Context: an optimization exercise on an open-source flow, tuned for small area. The choices shown serve that exercise and are no tape-out recipe.
The RTL was checked by simulation tests, not by an equivalence proof against the original design.
No activity file was given, so power comes from the tool's default toggle rates.

==> flow/design.v (excerpt) <==
module sin_gen #(
  parameter phase_width     = 9,
  parameter data_width      = 16,
  parameter sampling_f      = 4535,    
  parameter clock_cnt_width = 13
)(
  input                        clk,         
  input                        rst,         
  input      [phase_width-1:0] phase_incr,  
  output     [phase_width-1:0] phase_out,
  output     [data_width-1:0]  signal_out,
  output                       fs_out       
);
Size: ~410 cells after synthesis, roughly 31 flip-flops, ~2800 um^2 of cells after synthesis.
export LEC_CHECK = 0
export ABC_AREA = 1
export CAP_MARGIN = 20
export CELL_PAD_IN_SITES_DETAIL_PLACEMENT = 2
export CELL_PAD_IN_SITES_GLOBAL_PLACEMENT = 4
export CORE_MARGIN = 2
export CORE_UTILIZATION = 60
export GPL_TIMING_DRIVEN = 0
export PLACE_DENSITY = 0.75
export SLEW_MARGIN = 20
export SYNTH_MEMORY_MAX_BITS = 16384
create_clock -name core_clock -period 10.0 [get_ports {clk}]
standard.sh (not shown) runs the stock make flow with config.mk's settings and CLKGATE_MAP_FILE= SYNTH_SCRIPT=/design/flow/synth_recipe.tcl, a recipe that flattens the netlist after the stock synthesis.
==> flow/flow/run.sh <==
#!/bin/bash
set -euo pipefail
W=$PWD
mkdir -p "$W/myscripts"
cp -r "$FLOW_HOME/scripts/." "$W/myscripts/"
cp "$W/flow/abc_area.script" "$W/myscripts/abc_area.script"
bash standard.sh "SCRIPTS_DIR=$W/myscripts" "ADDER_MAP_FILE=" synth > "$W/synth.log" 2>&1
bash standard.sh "BUFFER_PORTS_ARGS=-buffer_cell sky130_fd_sc_hd__buf_1" \
  "CTS_ARGS=-sink_clustering_enable -repair_clock_nets -buf_list sky130_fd_sc_hd__clkbuf_4 -dont_use_dummy_load" \
  finish > "$W/layout.log" 2>&1
==> flow/flow/abc_area.script <==
strash
&get -n
&dch -f
&nf -R 1000
&put
topo
The starting point stopped in global placement without I/O.
Edit:
CELL_PAD_IN_SITES_DETAIL_PLACEMENT = 0   (was 2)
CELL_PAD_IN_SITES_GLOBAL_PLACEMENT = 1   (was 4)
CORE_UTILIZATION = 50   (was 60)
GPL_TIMING_DRIVEN = 1   (was 0)
PLACE_DENSITY = not set   (was 0.75)
The new run produced a clean layout.
Area after synthesis does not change.
Synthesized cell count does not change.
Edit:
CELL_PAD_IN_SITES_DETAIL_PLACEMENT = 2   (was 0)
CELL_PAD_IN_SITES_GLOBAL_PLACEMENT = 4   (was 1)
CORE_UTILIZATION = 30   (was 50)
GPL_TIMING_DRIVEN = not set   (was 1)
What happened:
- final cell count rose by 7.9%
- power hardly moves
- global-route usage fell by 5.5 points
- area after synthesis does not change
- routed wire length rises by 32%
- hold slack stays flat
- core utilization is lower by 22 points
- combinational power goes up by about 4%
Edit:
==> flow/flow/run.sh (replaced) <==
#!/bin/bash
set -euo pipefail
W=$PWD
mkdir -p "$W/myscripts"
cp -r "$FLOW_HOME/scripts/." "$W/myscripts/"
cp "$W/flow/abc_area.script" "$W/myscripts/abc_area.script"
bash standard.sh "SCRIPTS_DIR=$W/myscripts" "ADDER_MAP_FILE=" synth > "$W/synth.log" 2>&1
bash standard.sh "BUFFER_PORTS_ARGS=-buffer_cell sky130_fd_sc_hd__buf_1" \
  "CTS_ARGS=-repair_clock_nets -buf_list sky130_fd_sc_hd__clkbuf_8 -dont_use_dummy_load" \
  finish > "$W/layout.log" 2>&1
CELL_PAD_IN_SITES_DETAIL_PLACEMENT = 1   (was 2)
CELL_PAD_IN_SITES_GLOBAL_PLACEMENT = 2   (was 4)
CORE_UTILIZATION = 40   (was 30)
GPL_TIMING_DRIVEN = 1   (was not set)
The new run passed the timing, design-rule and antenna checks.
Global-route usage goes up by 4.4 points.
Sequential share of layout area goes up by 0.16 points.
Critical path depth stays the same.
Clock skew hardly moves.
Final cell count goes down by a few percent.
Via count goes up slightly.
Total power goes up by roughly a tenth.
Setup slack gets worse by 0.42 ns.
Die area goes down by a quarter to a third.
First-iteration DRC count goes up by well over a third.

sin_gen again, from the RTL that the note above started with.
clock: 10.0 ns
lec_check: 0
abc_area: 1
cap_margin: 10
cell_pad_in_sites_detail_placement: 2
cell_pad_in_sites_global_placement: 4
core_margin: 2
core_utilization: 30
slew_margin: 10
synth_memory_max_bits: 16384
==> flow/flow/run.sh <==
#!/bin/bash
set -euo pipefail
W=$PWD
mkdir -p "$W/myscripts"
cp -r "$FLOW_HOME/scripts/." "$W/myscripts/"
cp "$W/flow/abc_area.script" "$W/myscripts/abc_area.script"
bash standard.sh "SCRIPTS_DIR=$W/myscripts" "ADDER_MAP_FILE=" synth > "$W/synth.log" 2>&1
bash standard.sh "BUFFER_PORTS_ARGS=-buffer_cell sky130_fd_sc_hd__buf_1" \
  "CTS_ARGS=-sink_clustering_enable -repair_clock_nets -buf_list sky130_fd_sc_hd__clkbuf_4 -dont_use_dummy_load" \
  finish > "$W/layout.log" 2>&1
Scripts as last shown in full above: flow/flow/abc_area.script
Then changed:
==> flow/run.sh (new file) <==
#!/bin/bash
# synth_recipe.tcl (not shown) runs the flow's synth.tcl, then flattens the netlist and writes it again
# the make line also repeats each setting of config.mk as NAME=value (left out here)
make -C /OpenROAD-flow-scripts/flow DESIGN_CONFIG=/design/flow/config.mk WORK_HOME=/design/flow/orfs CLKGATE_MAP_FILE= SYNTH_SCRIPT=/design/flow/synth_recipe.tcl finish
CAP_MARGIN = 20   (was 10)
SLEW_MARGIN = 20   (was 10)
removed: flow/flow/run.sh
removed: flow/flow/abc_area.script
removed: flow/standard.sh
After rerunning: The new run finished with timing, DRC and antenna clean. Fmax is higher by about a fifth. Utilization climbs by 0.18 points. Design area is higher by a quarter to a third. Non-clock buffer count is lower by 13.
Then changed:
==> flow/flow/run.sh (new file) <==
#!/bin/bash
set -euo pipefail
W=$PWD
mkdir -p "$W/myscripts"
cp -r "$FLOW_HOME/scripts/." "$W/myscripts/"
cp "$W/flow/abc_area.script" "$W/myscripts/abc_area.script"
bash standard.sh "SCRIPTS_DIR=$W/myscripts" "ADDER_MAP_FILE=" synth > "$W/synth.log" 2>&1
bash standard.sh "BUFFER_PORTS_ARGS=-buffer_cell sky130_fd_sc_hd__buf_1" \
  "CTS_ARGS=-sink_clustering_enable -sink_clustering_size 32 -sink_clustering_max_diameter 500 -repair_clock_nets -buf_list {sky130_fd_sc_hd__clkbuf_4 sky130_fd_sc_hd__clkbuf_8} -dont_use_dummy_load" \
  finish > "$W/layout.log" 2>&1
==> flow/flow/abc_area.script (new file) <==
strash
&get -n
&dch -f
&nf -R 1000
&put
topo
==> flow/standard.sh (new file) <==
#!/bin/bash
# synth_recipe.tcl (not shown) runs the flow's synth.tcl, then flattens the netlist and writes it again
# the make line also repeats each setting of config.mk as NAME=value (left out here)
make -C /OpenROAD-flow-scripts/flow DESIGN_CONFIG=/design/flow/config.mk WORK_HOME=/design/flow/orfs CLKGATE_MAP_FILE= SYNTH_SCRIPT=/design/flow/synth_recipe.tcl "${@:-finish}"
CELL_PAD_IN_SITES_DETAIL_PLACEMENT = 1   (was 2)
CELL_PAD_IN_SITES_GLOBAL_PLACEMENT = 2   (was 4)
CORE_UTILIZATION = 40   (was 30)
GPL_TIMING_DRIVEN = 1   (was unset)
removed: flow/run.sh
Critical path depth falls by 2; hold slack is better by 0.023 ns; setup slack is worse by 1.1 ns; via count falls by 18%; fmax falls by about 14%; clock skew rises by 0.0078 ns; register-to-register slack is worse by 1.4 ns; routed wire length falls by about 30%.
Then changed:
==> flow/flow/run.sh (replaced) <==
#!/bin/bash
set -euo pipefail
W=$PWD
mkdir -p "$W/myscripts"
cp -r "$FLOW_HOME/scripts/." "$W/myscripts/"
cp "$W/flow/abc_area.script" "$W/myscripts/abc_area.script"
bash standard.sh "SCRIPTS_DIR=$W/myscripts" "ADDER_MAP_FILE=" synth > "$W/synth.log" 2>&1
bash standard.sh "BUFFER_PORTS_ARGS=-buffer_cell sky130_fd_sc_hd__buf_1" \
  "CTS_ARGS=-sink_clustering_enable -repair_clock_nets -buf_list sky130_fd_sc_hd__clkbuf_4 -dont_use_dummy_load" \
  finish > "$W/layout.log" 2>&1
CELL_PAD_IN_SITES_DETAIL_PLACEMENT = 2   (was 1)
CELL_PAD_IN_SITES_GLOBAL_PLACEMENT = 4   (was 2)
CORE_UTILIZATION = 60   (was 40)
PLACE_DENSITY = 0.75   (was unset)
=>
- This time the run never finished: it broke off in global placement without I/O (3_1_place_gp_skip_io) with GPL-0301
- synthesized area is unchanged
- synthesized cell count does not change
Then changed:
--- a/flow/flow/run.sh
+++ b/flow/flow/run.sh
@@ -8,3 +8,3 @@
 bash standard.sh "BUFFER_PORTS_ARGS=-buffer_cell sky130_fd_sc_hd__buf_1" \
-  "CTS_ARGS=-sink_clustering_enable -repair_clock_nets -buf_list sky130_fd_sc_hd__clkbuf_4 -dont_use_dummy_load" \
+  "CTS_ARGS=-sink_clustering_enable -repair_clock_nets -buf_list sky130_fd_sc_hd__clkbuf_8 -sink_clustering_size 50 -sink_clustering_max_diameter 300 -dont_use_dummy_load" \
   finish > "$W/layout.log" 2>&1
CORE_UTILIZATION = 30   (was 60)
GPL_TIMING_DRIVEN = 0   (was 1)
PLACE_DENSITY = unset   (was 0.75)
What happened: This time the run produced a clean layout. Synthesized cell count stays the same. Area after synthesis does not change.
Then changed:
--- a/flow/flow/run.sh
+++ b/flow/flow/run.sh
@@ -8,3 +8,3 @@
 bash standard.sh "BUFFER_PORTS_ARGS=-buffer_cell sky130_fd_sc_hd__buf_1" \
-  "CTS_ARGS=-sink_clustering_enable -repair_clock_nets -buf_list sky130_fd_sc_hd__clkbuf_8 -sink_clustering_size 50 -sink_clustering_max_diameter 300 -dont_use_dummy_load" \
+  "CTS_ARGS=-sink_clustering_enable -repair_clock_nets -buf_list sky130_fd_sc_hd__clkbuf_4 -dont_use_dummy_load" \
   finish > "$W/layout.log" 2>&1
CAP_MARGIN = 0   (was 20)
GPL_TIMING_DRIVEN = unset   (was 0)
SLEW_MARGIN = 0   (was 20)
- The new run completed without violations
- critical path depth goes down by 1
- final area fell by a few percent
- clock skew rose by 0.011 ns
- wire length goes up by a few percent
- non-clock buffer count is higher by 7
- utilization went down by 1.3 points
- worst setup slack is better by 0.32 ns
- total power falls by roughly a tenth

[port drivers added, routing unchanged]
The results above use ideal ports. As a check the final layouts listed here were re-extracted and re-timed, cells and wires unchanged. Step 1 sets driving cells, clkbuf_16 on the clock port and buf_2 on the other inputs (assumed; they add their load-dependent delay and slew). Step 2 times the ports against the registers' clock, not the clock port: input delays grow and output delays shrink by t, the midpoint of the rising clock arrivals with the driver on. Slacks: no drivers / after step 1 / after step 2; pairs: no drivers / after step 1.
run | t, ns | slack for setup (ns) | slew at the worst register clock pin (ns) | worst data-port slew with drivers (ns) | cell pins on the clock port's net
the second run of note 1 | 0.339 | 2.586 / 2.561 / 2.899 | 0.10 / 0.10 | 0.04 | 1
the third run of note 1 | 0.337 | 2.693 / 2.668 / 3.005 | 0.09 / 0.09 | 0.04 | 1
the fourth run of note 1 | 0.294 | 2.272 / 2.246 / 2.540 | 0.07 / 0.07 | 0.04 | 1
the first run of note 2 | 0.338 | 2.386 / 2.361 / 2.698 | 0.09 / 0.09 | 0.04 | 1
the second run of note 2 | 0.310 | 3.335 / 3.300 / 3.610 | 0.05 / 0.05 | 0.04 | 1
the third run of note 2 | 0.294 | 2.272 / 2.246 / 2.540 | 0.07 / 0.07 | 0.04 | 1
the fifth run of note 2 | 0.305 | 2.061 / 2.031 / 2.336 | 0.06 / 0.06 | 0.04 | 1
the sixth run of note 2 | 0.338 | 2.386 / 2.361 / 2.698 | 0.09 / 0.09 | 0.04 | 1
After both steps setup and hold are still met in every run listed.
